This design comes from an exercise in tuning for small area on the open sky130 flow, not from production work. RTL that was checked went through simulation tests only; none was proved equivalent to the original. The clock port is modelled as an ideal driver; clocking choices that lean on that would not hold on a real chip. Power and IR drop assume default switching activity.

==> inputs of run X <==
==> flow/design.v <==
module key_scan(
    input            clk,
    input            rst_n,
    input            first,      
    input      [3:0] key_col,
    output     [3:0] key_row,
    output     [3:0] key_out,
    output           key_vld
);
    reg [3:0] col_ff0, col_ff1;
    reg [6:0] shake_cnt;
    reg [2:0] r;
    reg [4:0] s;
    reg [1:0] col_get;
    always @(posedge clk or negedge rst_n)
        if (!rst_n) begin
            col_ff0 <= 4'hf;
            col_ff1 <= 4'hf;
        end else begin
            col_ff0 <= key_col;
            col_ff1 <= col_ff0;
        end
    wire any_low    = ~&col_ff1;
    wire shake_flag = any_low & shake_cnt[6] & shake_cnt[5] & shake_cnt[1] & shake_cnt[0];
    wire [7:0] sc;
    wire [6:0] ss;
    assign sc[0] = any_low;
    genvar i;
    generate for (i = 0; i < 7; i = i + 1) begin : g_shake
        assign ss[i]    = shake_cnt[i] ^ sc[i];
        assign sc[i+1]  = shake_cnt[i] & sc[i];
    end endgenerate
    wire clr_shake = shake_flag | first;
    always @(posedge clk or negedge rst_n)
        if (!rst_n)
            {shake_cnt[4:3], shake_cnt[1:0]} <= 4'd0;
        else
            {shake_cnt[4:3], shake_cnt[1:0]} <= {ss[4:3], ss[1:0]};
    always @(posedge clk)
        {shake_cnt[6:5], shake_cnt[2]} <= {ss[6:5], ss[2]} & {3{~clr_shake}};
    wire idle  = r[2] & r[0];       
    wire r_is4 = r[2] & ~r[0];
    wire [4:0] qc;
    wire [3:0] qs;
    assign qc[0] = 1'b1;
    generate for (i = 0; i < 4; i = i + 1) begin : g_s
        assign qs[i]   = s[i] ^ qc[i];
        assign qc[i+1] = s[i] & qc[i];
    end endgenerate
    always @(posedge clk or negedge rst_n)
        if (!rst_n) begin
            r <= 3'd7;
            s <= 5'd0;
        end else if (s[4]) begin
            if (r_is4) begin
                if (!any_low) begin
                    r <= 3'd7;
                    s[4] <= 1'b0;
                end
            end else begin
                r <= r + 3'd1;
                s[4] <= 1'b0;
            end
        end else if (idle) begin
            if (shake_flag)
                s[4] <= 1'b1;
        end else
            s <= {qc[4], qs};
    always @(posedge clk)
        if (idle & ~s[4])
            col_get <= (col_ff1 == 4'b1110) ? 2'd0 :
                       (col_ff1 == 4'b1101) ? 2'd1 :
                       (col_ff1 == 4'b1011) ? 2'd2 : 2'd3;
    assign key_row = {~r[2] & (r[1:0] != 2'd3), ~r[2] & (r[1:0] != 2'd2),
                      ~r[2] & (r[1:0] != 2'd1), ~r[2] & (r[1:0] != 2'd0)};
    assign key_vld = ~r[2] & (&s[3:0]) & ~col_ff1[col_get];
    assign key_out = {r[1:0], col_get};
endmodule
module control(
    input            clk,
    input            rst_n,
    input      [3:0] key_num,
    input            key_vld,
    input      [2:0] dsel,
    input            first,      
    output     [4:0] dchar
);
    localparam NONE = 5'd31;
    reg        err, pw, lock, twice;
    reg [3:0]  cnt_pw;       
    reg [15:0] password;
    reg [15:0] cnt_10s;
    reg [7:0]  cnt_2s_hi;
    wire digit   = key_vld & (key_num < 4'd10);
    wire confirm = key_vld & (key_num == 4'd10);
    wire pw_ok   = password == 16'h2345;
    wire [16:0] tc;
    wire [15:0] ts;
    assign tc[0] = pw;
    genvar i;
    generate for (i = 0; i < 16; i = i + 1) begin : g_10s
        assign ts[i]   = cnt_10s[i] ^ tc[i];
        assign tc[i+1] = cnt_10s[i] & tc[i];
    end endgenerate
    wire end_10s = pw & cnt_10s[15] & cnt_10s[14] & cnt_10s[9] & cnt_10s[8] &
                   cnt_10s[6] & cnt_10s[3] & cnt_10s[2] & cnt_10s[1] & cnt_10s[0];
    wire        fb   = cnt_pw[3] ^ ~(cnt_pw[2] & cnt_pw[1] & ~cnt_pw[0]);
    wire        wrap = cnt_pw[3] & ~cnt_pw[2] & ~cnt_pw[1] & ~cnt_pw[0];
    wire        carry = wrap & twice & lock;
    wire        hi_fb = ~(cnt_2s_hi[7] ^ cnt_2s_hi[5] ^ cnt_2s_hi[4] ^ cnt_2s_hi[3]);
    wire end_2s = err & wrap & cnt_2s_hi[7] & ~cnt_2s_hi[6] & cnt_2s_hi[5] &
                  cnt_2s_hi[2] & ~cnt_2s_hi[1] & cnt_2s_hi[0];
    wire add_pw  = ~err & digit & ~cnt_pw[3];
    wire leave   = end_10s | (confirm & (~pw_ok | (lock & twice)));   
    wire to_err  = pw & confirm & ~pw_ok & ~end_10s;
    always @(posedge clk or negedge rst_n)
        if (!rst_n) begin
            err    <= 1'b0;
            pw     <= 1'b0;
            lock   <= 1'b1;
            twice  <= 1'b0;
        end else if (err) begin
            err <= ~end_2s;
            lock  <= lock ^ wrap;
            twice <= twice ^ (wrap & lock);
        end else begin
            err <= to_err;
            pw  <= pw ? ~leave : digit;
            if (pw & confirm & ~end_10s & (~pw_ok | (lock & twice)))
                lock <= 1'b0;
            if (pw)
                twice <= twice ? ~(end_10s | confirm) : (lock & confirm & pw_ok);
        end
    always @(posedge clk)
        if (err)
            cnt_pw <= {cnt_pw[2:0], fb};
        else if (confirm | end_10s | first)
            cnt_pw <= 4'd0;
        else if (add_pw)
            cnt_pw <= {cnt_pw[2:0], 1'b1};
    always @(posedge clk)
        if (~err | carry)
            cnt_2s_hi <= {cnt_2s_hi[6:0], err & hi_fb};
    wire clr_10s = end_10s | first;
    always @(posedge clk or negedge rst_n)
        if (!rst_n)
            {cnt_10s[13:10], cnt_10s[7], cnt_10s[5], cnt_10s[3:0]} <= 10'd0;
        else
            {cnt_10s[13:10], cnt_10s[7], cnt_10s[5], cnt_10s[3:0]} <=
                {ts[13:10], ts[7], ts[5], ts[3:0]};
    always @(posedge clk)
        {cnt_10s[15:14], cnt_10s[9:8], cnt_10s[6], cnt_10s[4]} <=
            {ts[15:14], ts[9:8], ts[6], ts[4]} & {6{~clr_10s}};
    always @(posedge clk or negedge rst_n)
        if (!rst_n)
            password[3] <= 1'b1;
        else if (add_pw)
            password[3] <= key_num[3];
    always @(posedge clk)
        if (add_pw)
            {password[15:4], password[2:0]} <= {password[11:0], key_num[2:0]};
    wire [4:0] fixed_char = {1'b1,
        ~((dsel[0] & ~dsel[1] & ~err) | (dsel[2]) | (~dsel[0] & err)),
        (dsel[0] & ~err) | (dsel[1] & ~err & ~lock) | (dsel[1] & ~dsel[2] & err) | (~dsel[1] & ~err & lock),
        (~dsel[1] & ~dsel[2]) | (dsel[1] & ~lock) | (err) | (~dsel[0] & dsel[1]),
        ~((~dsel[1]) | (~dsel[0] & err) | (~dsel[0] & ~dsel[2] & lock))};
    reg  [4:0] pw_char;
    always @(*)
        case (dsel)
            3'd6:    pw_char = cnt_pw[0] ? {1'b0, password[3:0]}   : NONE;
            3'd1:    pw_char = cnt_pw[1] ? {1'b0, password[7:4]}   : NONE;
            3'd4:    pw_char = cnt_pw[2] ? {1'b0, password[11:8]}  : NONE;
            3'd0:    pw_char = cnt_pw[3] ? {1'b0, password[15:12]} : NONE;
            default: pw_char = NONE;
        endcase
    assign dchar = pw ? pw_char : fixed_char;
endmodule
module seg_display(
    input            clk,
    input            rst_n,
    input      [4:0] dchar,
    output     [2:0] dsel,
    output           first,
    output     [7:0] segment,
    output     [5:0] seg_sel
);
    reg [4:0] cnt_300us;
    reg [2:0] sel;        
    reg [4:0] hold;
    reg [4:0] code;
    wire at_0 = (~cnt_300us[0] & ~cnt_300us[1] & ~cnt_300us[3] & ~cnt_300us[4]);
    wire load = (cnt_300us[0] & ~cnt_300us[2] & cnt_300us[4]);
    wire p_fb = cnt_300us[4] ^ ((~cnt_300us[1]) | (~cnt_300us[2]) | (cnt_300us[3]));
    always @(posedge clk or negedge rst_n)
        if (!rst_n)
            cnt_300us <= 5'd0;
        else
            cnt_300us <= {cnt_300us[3:0], p_fb};
    always @(posedge clk or negedge rst_n)
        if (!rst_n)
            sel <= 3'd5;
        else if (at_0)
            sel <= {(sel[0]), ~((sel[0] & ~sel[1] & ~sel[2]) | (~sel[0] & sel[2])), (~sel[0] & sel[1])};
    wire take = ~((cnt_300us[0] & cnt_300us[1] & ~cnt_300us[2] & ~sel[2]) | (cnt_300us[2] & ~sel[0] & ~sel[1]) | (cnt_300us[3] & ~sel[1]) | (~cnt_300us[3] & cnt_300us[4]) | (~cnt_300us[0] & ~cnt_300us[1]) | (~cnt_300us[2] & sel[0]) | (cnt_300us[4] & sel[2]));
    assign dsel  = sel;
    assign first = (sel[0] & sel[2]);
    always @(posedge clk)
        if (take)
            hold <= dchar;
    always @(posedge clk or negedge rst_n)
        if (!rst_n)
            code <= 5'd31;
        else if (load)
            code <= hold;
    wire [6:0] seg = {(~code[1] & ~code[2] & ~code[3] & ~code[4]) | (code[0] & code[1] & code[2] & ~code[4]) | (code[2] & code[3]),
        (code[0] & ~code[2] & ~code[3]) | (code[1] & ~code[2]) | (code[0] & code[1]),
        (code[0] & ~code[4]) | (~code[1] & code[2] & ~code[4]) | (code[0] & code[1] & code[3]),
        (code[0] & ~code[1] & ~code[2] & ~code[3]) | (~code[0] & ~code[1] & code[2] & ~code[4]) | (code[0] & code[1] & code[2]) | (~code[0] & ~code[2] & ~code[3] & code[4]),
        ~((~code[1] & ~code[4]) | (code[0] & ~code[3]) | (code[2] & ~code[4]) | (~code[2] & code[3])),
        ~((~code[0] & ~code[1]) | (code[0] & ~code[2]) | (~code[2] & ~code[4]) | (code[0] & code[1] & ~code[4])),
        (code[0] & ~code[1] & ~code[2] & ~code[3]) | (~code[0] & ~code[1] & code[2]) | (code[1] & ~code[2] & code[4]) | (code[0] & code[4])};
    assign segment = {1'b1, seg};
    assign seg_sel = {(~sel[0]) | (~sel[1] & ~sel[2]),
        ~((~sel[0] & sel[1] & ~sel[2]) | (sel[0] & sel[2])),
        (sel[0] & ~sel[2]) | (sel[1]) | (~sel[0] & sel[2]),
        (~sel[2]) | (sel[1]),
        (~sel[0]) | (sel[1]),
        (~sel[2]) | (~sel[0] & ~sel[1])};
endmodule
module top(
    input        clk,
    input        rst_n,
    input  [3:0] key_col,
    output [3:0] key_row,
    output [5:0] seg_sel,
    output [7:0] segment
);
    wire [3:0] key_out;
    wire       key_vld;
    wire [2:0] dsel;
    wire       first;       
    wire [4:0] dchar;
    key_scan u_key_scan(.clk(clk), .rst_n(rst_n), .first(first), .key_col(key_col),
                        .key_row(key_row), .key_out(key_out), .key_vld(key_vld));
    control u_ctrl(.clk(clk), .rst_n(rst_n), .key_num(key_out), .key_vld(key_vld),
                   .dsel(dsel), .first(first), .dchar(dchar));
    seg_display u_segment(.clk(clk), .rst_n(rst_n), .dchar(dchar), .dsel(dsel), .first(first),
                          .segment(segment), .seg_sel(seg_sel));
endmodule
==> flow/flow/run.sh <==
#!/bin/bash
# Own layout flow: the standard flow (standard.sh: the unchanged standard
# synthesis, floorplan, power grid, tap cells, placement, CTS, routing) with
# settings ORFS reads from its environment:
#  - every port gets the smallest buffer (buf_1) instead of the default one;
#  - after floorplan, combinational cells that synthesis sized up go back to
#    their smallest drive (flow/downsize.tcl); later repair steps size up
#    again where slew, capacitance or timing need it;
#  - clock tree synthesis with clkbuf_4 and no dummy loads, and clock
#    buffers that drive 11 or more flip-flops made clkbuf_8 (flow/clkfix.tcl).
# The make output (all tools) goes to standard_make.log here; ORFS also keeps
# each step's log under orfs/logs.
set -euo pipefail
bash standard.sh \
  "BUFFER_PORTS_ARGS=-buffer_cell sky130_fd_sc_hd__buf_1" \
  "CTS_ARGS=-sink_clustering_enable -repair_clock_nets -dont_use_dummy_load -buf_list sky130_fd_sc_hd__clkbuf_4" \
  "POST_FLOORPLAN_TCL=$PWD/flow/downsize.tcl" \
  "POST_CTS_TCL=$PWD/flow/clkfix.tcl" \
  finish > standard_make.log 2>&1
==> flow/flow/clkfix.tcl <==
# After CTS: a clock buffer that drives 11 or more flip-flops is made stronger, so
# that every flip-flop clock pin stays well inside the slew limit.
set count 0
foreach inst [get_cells clkbuf_*] {
  set master [get_property [get_lib_cells -of_objects $inst] name]
  if {$master ne "sky130_fd_sc_hd__clkbuf_4"} { continue }
  set net [get_nets -of_objects [get_pins [get_full_name $inst]/X]]
  set loads [llength [get_pins -of_objects $net -filter "direction==input"]]
  if {$loads >= 11} {
    replace_cell [get_full_name $inst] sky130_fd_sc_hd__clkbuf_8
    incr count
  }
}
puts "clkfix: upsized $count clock buffers"
if {$count > 0} {
  detailed_placement
  check_placement -verbose
}
==> flow/flow/downsize.tcl <==
# After floorplan: put every combinational cell that synthesis sized up back to
# its smallest drive strength (the design has several ns of slack); later
# repair steps size up again wherever slew, capacitance or timing need it.
set count 0
foreach inst [get_cells *] {
  set master [get_property [get_lib_cells -of_objects $inst] name]
  if {![regexp {^(sky130_fd_sc_hd__)([a-z0-9]+)_([0-9]+)$} $master -> pfx base drive]} { continue }
  if {[string match "df*" $base] || [string match "edf*" $base] || [string match "sdf*" $base]} { continue }
  if {[string match "*tap*" $base] || [string match "*fill*" $base] || [string match "*decap*" $base] || [string match "conb" $base]} { continue }
  foreach d {0 1} {
    if {$d >= $drive} { break }
    set cand "${pfx}${base}_${d}"
    if {[llength [get_lib_cells -quiet */$cand]] > 0 || [llength [get_lib_cells -quiet $cand]] > 0} {
      replace_cell [get_full_name $inst] $cand
      incr count
      break
    }
  }
}
puts "downsize: replaced $count cells"
==> flow/standard.sh <==
#!/bin/bash
# synth_recipe.tcl (not shown) runs the flow's synth.tcl, then flattens the netlist and writes it again
# the make line also repeats each setting of config.mk as NAME=value (left out here)
make -C /OpenROAD-flow-scripts/flow DESIGN_CONFIG=/design/flow/config.mk WORK_HOME=/design/flow/orfs CLKGATE_MAP_FILE= SYNTH_SCRIPT=/design/flow/synth_recipe.tcl "${@:-finish}"
==> flow/config.mk <==
export PLATFORM = sky130hd
export DESIGN_NAME = top
export DESIGN_NICKNAME = top
export VERILOG_FILES = /design/flow/design.v
export SDC_FILE = /design/flow/constraint.sdc
export NUM_CORES = 4
export LEC_CHECK = 0
export ABC_AREA = 0
export CAP_MARGIN = 20
export CORE_MARGIN = 2
export CORE_UTILIZATION = 40
export SLEW_MARGIN = 20
==> flow/constraint.sdc <==
create_clock -name core_clock -period 10.0 [get_ports {clk}]
set_input_delay 2.0000 -clock core_clock [delete_from_list [all_inputs] [get_ports {clk}]]
set_output_delay 2.0000 -clock core_clock [all_outputs]
set_load 0.01 [all_outputs]
==> inputs of run D, as changes to run X <==
--- a/flow/design.v
+++ b/flow/design.v
@@ -1,7 +1,6 @@
 module key_scan(
     input            clk,
     input            rst_n,
-    input            first,      
     input      [3:0] key_col,
     output     [3:0] key_row,
     output     [3:0] key_out,
@@ -30,14 +29,12 @@
         assign ss[i]    = shake_cnt[i] ^ sc[i];
         assign sc[i+1]  = shake_cnt[i] & sc[i];
     end endgenerate
-    wire clr_shake = shake_flag | first;
-    always @(posedge clk or negedge rst_n)
-        if (!rst_n)
-            {shake_cnt[4:3], shake_cnt[1:0]} <= 4'd0;
+    always @(posedge clk or negedge rst_n)
+        if (!rst_n)
+            shake_cnt <= 7'd0;
         else
-            {shake_cnt[4:3], shake_cnt[1:0]} <= {ss[4:3], ss[1:0]};
-    always @(posedge clk)
-        {shake_cnt[6:5], shake_cnt[2]} <= {ss[6:5], ss[2]} & {3{~clr_shake}};
+            shake_cnt <= {ss[6] & ~shake_flag, ss[5] & ~shake_flag, ss[4:3],
+                          ss[2] & ~shake_flag, ss[1:0]};
     wire idle  = r[2] & r[0];       
     wire r_is4 = r[2] & ~r[0];
     wire [4:0] qc;
@@ -82,7 +79,6 @@
     input      [3:0] key_num,
     input            key_vld,
     input      [2:0] dsel,
-    input            first,      
     output     [4:0] dchar
 );
     localparam NONE = 5'd31;
@@ -119,10 +115,12 @@
             pw     <= 1'b0;
             lock   <= 1'b1;
             twice  <= 1'b0;
+            cnt_pw <= 4'd0;
         end else if (err) begin
             err <= ~end_2s;
             lock  <= lock ^ wrap;
             twice <= twice ^ (wrap & lock);
+            cnt_pw <= {cnt_pw[2:0], fb};
         end else begin
             err <= to_err;
             pw  <= pw ? ~leave : digit;
@@ -130,27 +128,20 @@
                 lock <= 1'b0;
             if (pw)
                 twice <= twice ? ~(end_10s | confirm) : (lock & confirm & pw_ok);
+            if (confirm | end_10s)
+                cnt_pw <= 4'd0;
+            else if (add_pw)
+                cnt_pw <= {cnt_pw[2:0], 1'b1};
         end
-    always @(posedge clk)
-        if (err)
-            cnt_pw <= {cnt_pw[2:0], fb};
-        else if (confirm | end_10s | first)
-            cnt_pw <= 4'd0;
-        else if (add_pw)
-            cnt_pw <= {cnt_pw[2:0], 1'b1};
     always @(posedge clk)
         if (~err | carry)
             cnt_2s_hi <= {cnt_2s_hi[6:0], err & hi_fb};
-    wire clr_10s = end_10s | first;
-    always @(posedge clk or negedge rst_n)
-        if (!rst_n)
-            {cnt_10s[13:10], cnt_10s[7], cnt_10s[5], cnt_10s[3:0]} <= 10'd0;
+    always @(posedge clk or negedge rst_n)
+        if (!rst_n)
+            cnt_10s <= 16'd0;
         else
-            {cnt_10s[13:10], cnt_10s[7], cnt_10s[5], cnt_10s[3:0]} <=
-                {ts[13:10], ts[7], ts[5], ts[3:0]};
-    always @(posedge clk)
-        {cnt_10s[15:14], cnt_10s[9:8], cnt_10s[6], cnt_10s[4]} <=
-            {ts[15:14], ts[9:8], ts[6], ts[4]} & {6{~clr_10s}};
+            cnt_10s <= {ts[15:14] & {2{~end_10s}}, ts[13:10], ts[9:8] & {2{~end_10s}},
+                        ts[7], ts[6] & ~end_10s, ts[5], ts[4] & ~end_10s, ts[3:0]};
     always @(posedge clk or negedge rst_n)
         if (!rst_n)
             password[3] <= 1'b1;
@@ -160,17 +151,17 @@
         if (add_pw)
             {password[15:4], password[2:0]} <= {password[11:0], key_num[2:0]};
     wire [4:0] fixed_char = {1'b1,
-        ~((dsel[0] & ~dsel[1] & ~err) | (dsel[2]) | (~dsel[0] & err)),
-        (dsel[0] & ~err) | (dsel[1] & ~err & ~lock) | (dsel[1] & ~dsel[2] & err) | (~dsel[1] & ~err & lock),
-        (~dsel[1] & ~dsel[2]) | (dsel[1] & ~lock) | (err) | (~dsel[0] & dsel[1]),
-        ~((~dsel[1]) | (~dsel[0] & err) | (~dsel[0] & ~dsel[2] & lock))};
+        (dsel[0] & dsel[1] & ~err) | (dsel[2] & ~err) | (dsel[0] & ~dsel[1] & err),
+        ~((dsel[1] & ~lock) | (~dsel[2] & err) | (~dsel[0] & ~dsel[1] & ~err & lock)),
+        (~dsel[1] & ~lock) | (dsel[0] & ~dsel[2]) | (err) | (~dsel[0] & ~dsel[1]),
+        ~((dsel[0] & ~dsel[2]) | (dsel[1]) | (~dsel[0] & err) | (~dsel[0] & dsel[2] & lock))};
     reg  [4:0] pw_char;
     always @(*)
         case (dsel)
-            3'd6:    pw_char = cnt_pw[0] ? {1'b0, password[3:0]}   : NONE;
+            3'd0:    pw_char = cnt_pw[0] ? {1'b0, password[3:0]}   : NONE;
             3'd1:    pw_char = cnt_pw[1] ? {1'b0, password[7:4]}   : NONE;
-            3'd4:    pw_char = cnt_pw[2] ? {1'b0, password[11:8]}  : NONE;
-            3'd0:    pw_char = cnt_pw[3] ? {1'b0, password[15:12]} : NONE;
+            3'd2:    pw_char = cnt_pw[2] ? {1'b0, password[11:8]}  : NONE;
+            3'd3:    pw_char = cnt_pw[3] ? {1'b0, password[15:12]} : NONE;
             default: pw_char = NONE;
         endcase
     assign dchar = pw ? pw_char : fixed_char;
@@ -180,7 +171,6 @@
     input            rst_n,
     input      [4:0] dchar,
     output     [2:0] dsel,
-    output           first,
     output     [7:0] segment,
     output     [5:0] seg_sel
 );
@@ -198,12 +188,11 @@
             cnt_300us <= {cnt_300us[3:0], p_fb};
     always @(posedge clk or negedge rst_n)
         if (!rst_n)
-            sel <= 3'd5;
+            sel <= 3'd7;
         else if (at_0)
-            sel <= {(sel[0]), ~((sel[0] & ~sel[1] & ~sel[2]) | (~sel[0] & sel[2])), (~sel[0] & sel[1])};
-    wire take = ~((cnt_300us[0] & cnt_300us[1] & ~cnt_300us[2] & ~sel[2]) | (cnt_300us[2] & ~sel[0] & ~sel[1]) | (cnt_300us[3] & ~sel[1]) | (~cnt_300us[3] & cnt_300us[4]) | (~cnt_300us[0] & ~cnt_300us[1]) | (~cnt_300us[2] & sel[0]) | (cnt_300us[4] & sel[2]));
-    assign dsel  = sel;
-    assign first = (sel[0] & sel[2]);
+            sel <= {(sel[0] & sel[1] & ~sel[2]) | (~sel[0] & sel[2]), (sel[0] & ~sel[1] & ~sel[2]) | (~sel[0] & sel[1]), (~sel[0])};
+    wire take = ~((~cnt_300us[0] & ~cnt_300us[1]) | (cnt_300us[4] & ~sel[2]) | (~cnt_300us[0] & sel[0]) | (cnt_300us[2] & sel[1]) | (cnt_300us[1] & ~cnt_300us[2] & sel[0]) | (~cnt_300us[3] & sel[2]));
+    assign dsel = sel;
     always @(posedge clk)
         if (take)
             hold <= dchar;
@@ -220,12 +209,12 @@
         ~((~code[0] & ~code[1]) | (code[0] & ~code[2]) | (~code[2] & ~code[4]) | (code[0] & code[1] & ~code[4])),
         (code[0] & ~code[1] & ~code[2] & ~code[3]) | (~code[0] & ~code[1] & code[2]) | (code[1] & ~code[2] & code[4]) | (code[0] & code[4])};
     assign segment = {1'b1, seg};
-    assign seg_sel = {(~sel[0]) | (~sel[1] & ~sel[2]),
-        ~((~sel[0] & sel[1] & ~sel[2]) | (sel[0] & sel[2])),
-        (sel[0] & ~sel[2]) | (sel[1]) | (~sel[0] & sel[2]),
-        (~sel[2]) | (sel[1]),
-        (~sel[0]) | (sel[1]),
-        (~sel[2]) | (~sel[0] & ~sel[1])};
+    assign seg_sel = {(~sel[2]) | (~sel[0]),
+        (~sel[2]) | (sel[0] & ~sel[1]),
+        (~sel[1]) | (~sel[0]),
+        (~sel[1]) | (sel[0] & ~sel[2]),
+        (~sel[0]) | (sel[1] & ~sel[2]) | (~sel[1] & sel[2]),
+        ~((~sel[0] & ~sel[1] & ~sel[2]) | (sel[1] & sel[2]))};
 endmodule
 module top(
     input        clk,
@@ -238,12 +227,11 @@
     wire [3:0] key_out;
     wire       key_vld;
     wire [2:0] dsel;
-    wire       first;       
     wire [4:0] dchar;
-    key_scan u_key_scan(.clk(clk), .rst_n(rst_n), .first(first), .key_col(key_col),
+    key_scan u_key_scan(.clk(clk), .rst_n(rst_n), .key_col(key_col),
                         .key_row(key_row), .key_out(key_out), .key_vld(key_vld));
     control u_ctrl(.clk(clk), .rst_n(rst_n), .key_num(key_out), .key_vld(key_vld),
-                   .dsel(dsel), .first(first), .dchar(dchar));
-    seg_display u_segment(.clk(clk), .rst_n(rst_n), .dchar(dchar), .dsel(dsel), .first(first),
+                   .dsel(dsel), .dchar(dchar));
+    seg_display u_segment(.clk(clk), .rst_n(rst_n), .dchar(dchar), .dsel(dsel),
                           .segment(segment), .seg_sel(seg_sel));
 endmodule
CAP_MARGIN = 0   (was 20)
CORE_UTILIZATION = 60   (was 40)
SLEW_MARGIN = 0   (was 20)
==> impl_metrics.yaml <==
critical_path:
  r2r_end: "u_ctrl.cnt_10s[15]$_DFF_P_"
  worstPathCellList: "ha_1 -> ha_1 -> ha_1 -> ha_1 -> ha_1 -> ha_1 -> ha_1 -> ha_1 -> ha_1 -> ha_1 -> ha_1 -> ha_1 -> ha_1 -> ha_1 -> ha_1 -> xor2_1 -> and2_0"
logic_synthesis:
  async_flop_share_pct: 52.7
  syn_area_sq_um: 4170
  synth_fa_ha_area_share_pct: 9.00
  synth_seq_area_share_pct: 58.2
pwr:
  p_comb_mw: 0.0426
  powerSeq_mw: 0.431
timing:
  fin_crit_ns: 3.85
  skew_ns: 0.0401
status:
  status: "finished clean"
clock_tree:
  worstSkewPairLatency_ns: 0.45
[end of results for run X]
==> impl_metrics.yaml <==
clock_tree:
  worstSkewPairLatency_ns: 0.44
  path_clk_slew_ns: 0.08
pwr:
  powerSeq_mw: 0.430
  top_power_group: "sequential cells"
  sequentialPowerShare_pct: 66.6
timing:
  skew_ns: 0.0335
  fin_ws_ns: 6.18
  fin_crit_ns: 3.82
  rsz0062_at_grt: "no"
critical_path:
  worstPathCellList: "ha_1 -> ha_1 -> ha_1 -> ha_1 -> ha_1 -> ha_1 -> ha_1 -> ha_1 -> ha_1 -> ha_1 -> ha_1 -> ha_1 -> ha_1 -> ha_1 -> ha_1 -> and2_0"
  r2r_end: "u_ctrl.cnt_10s[14]$_DFF_PN0_"
status:
  status: "finished clean"
final_layout:
  area_growth_pct: 5.24
logic_synthesis:
  syn_area_sq_um: 4250
  synth_seq_area_share_pct: 57.7
  synthMuxAreaShare_pct: 4.15
  synth_fa_ha_area_share_pct: 8.83
  async_flop_share_pct: 67.0
drt:
  finalWirelength_mm: 7.14
  viasPerCell: 5.77
[end of results for run D]
The RTL of run X was laid out without a check of its function.

-- port drivers added, routing unchanged --
The results above use ideal ports. As a check the final layouts listed here were re-extracted and re-timed, cells and wires unchanged. Step 1 sets driving cells, clkbuf_16 on the clock port and buf_2 on the other inputs (assumed; they add their load-dependent delay and slew). Step 2 moves the port delays by t, midway between the first and last clock arrival at a register: inputs arrive t later, outputs are due t later. That takes back most of the time a late clock gives input paths. a / b / c = ideal / step 1 / step 2; a / b = the first two.
run | t (ns) | slack for setup (ns) | hold WS [ns]
run X | 0.461 | 6.149 / 6.130 / 6.149 | 0.359 / 0.359 / 0.359
run D | 0.446 | 6.177 / 6.177 / 6.177 | 0.358 / 0.358 / 0.358
After both steps setup and hold are still met in every run listed.
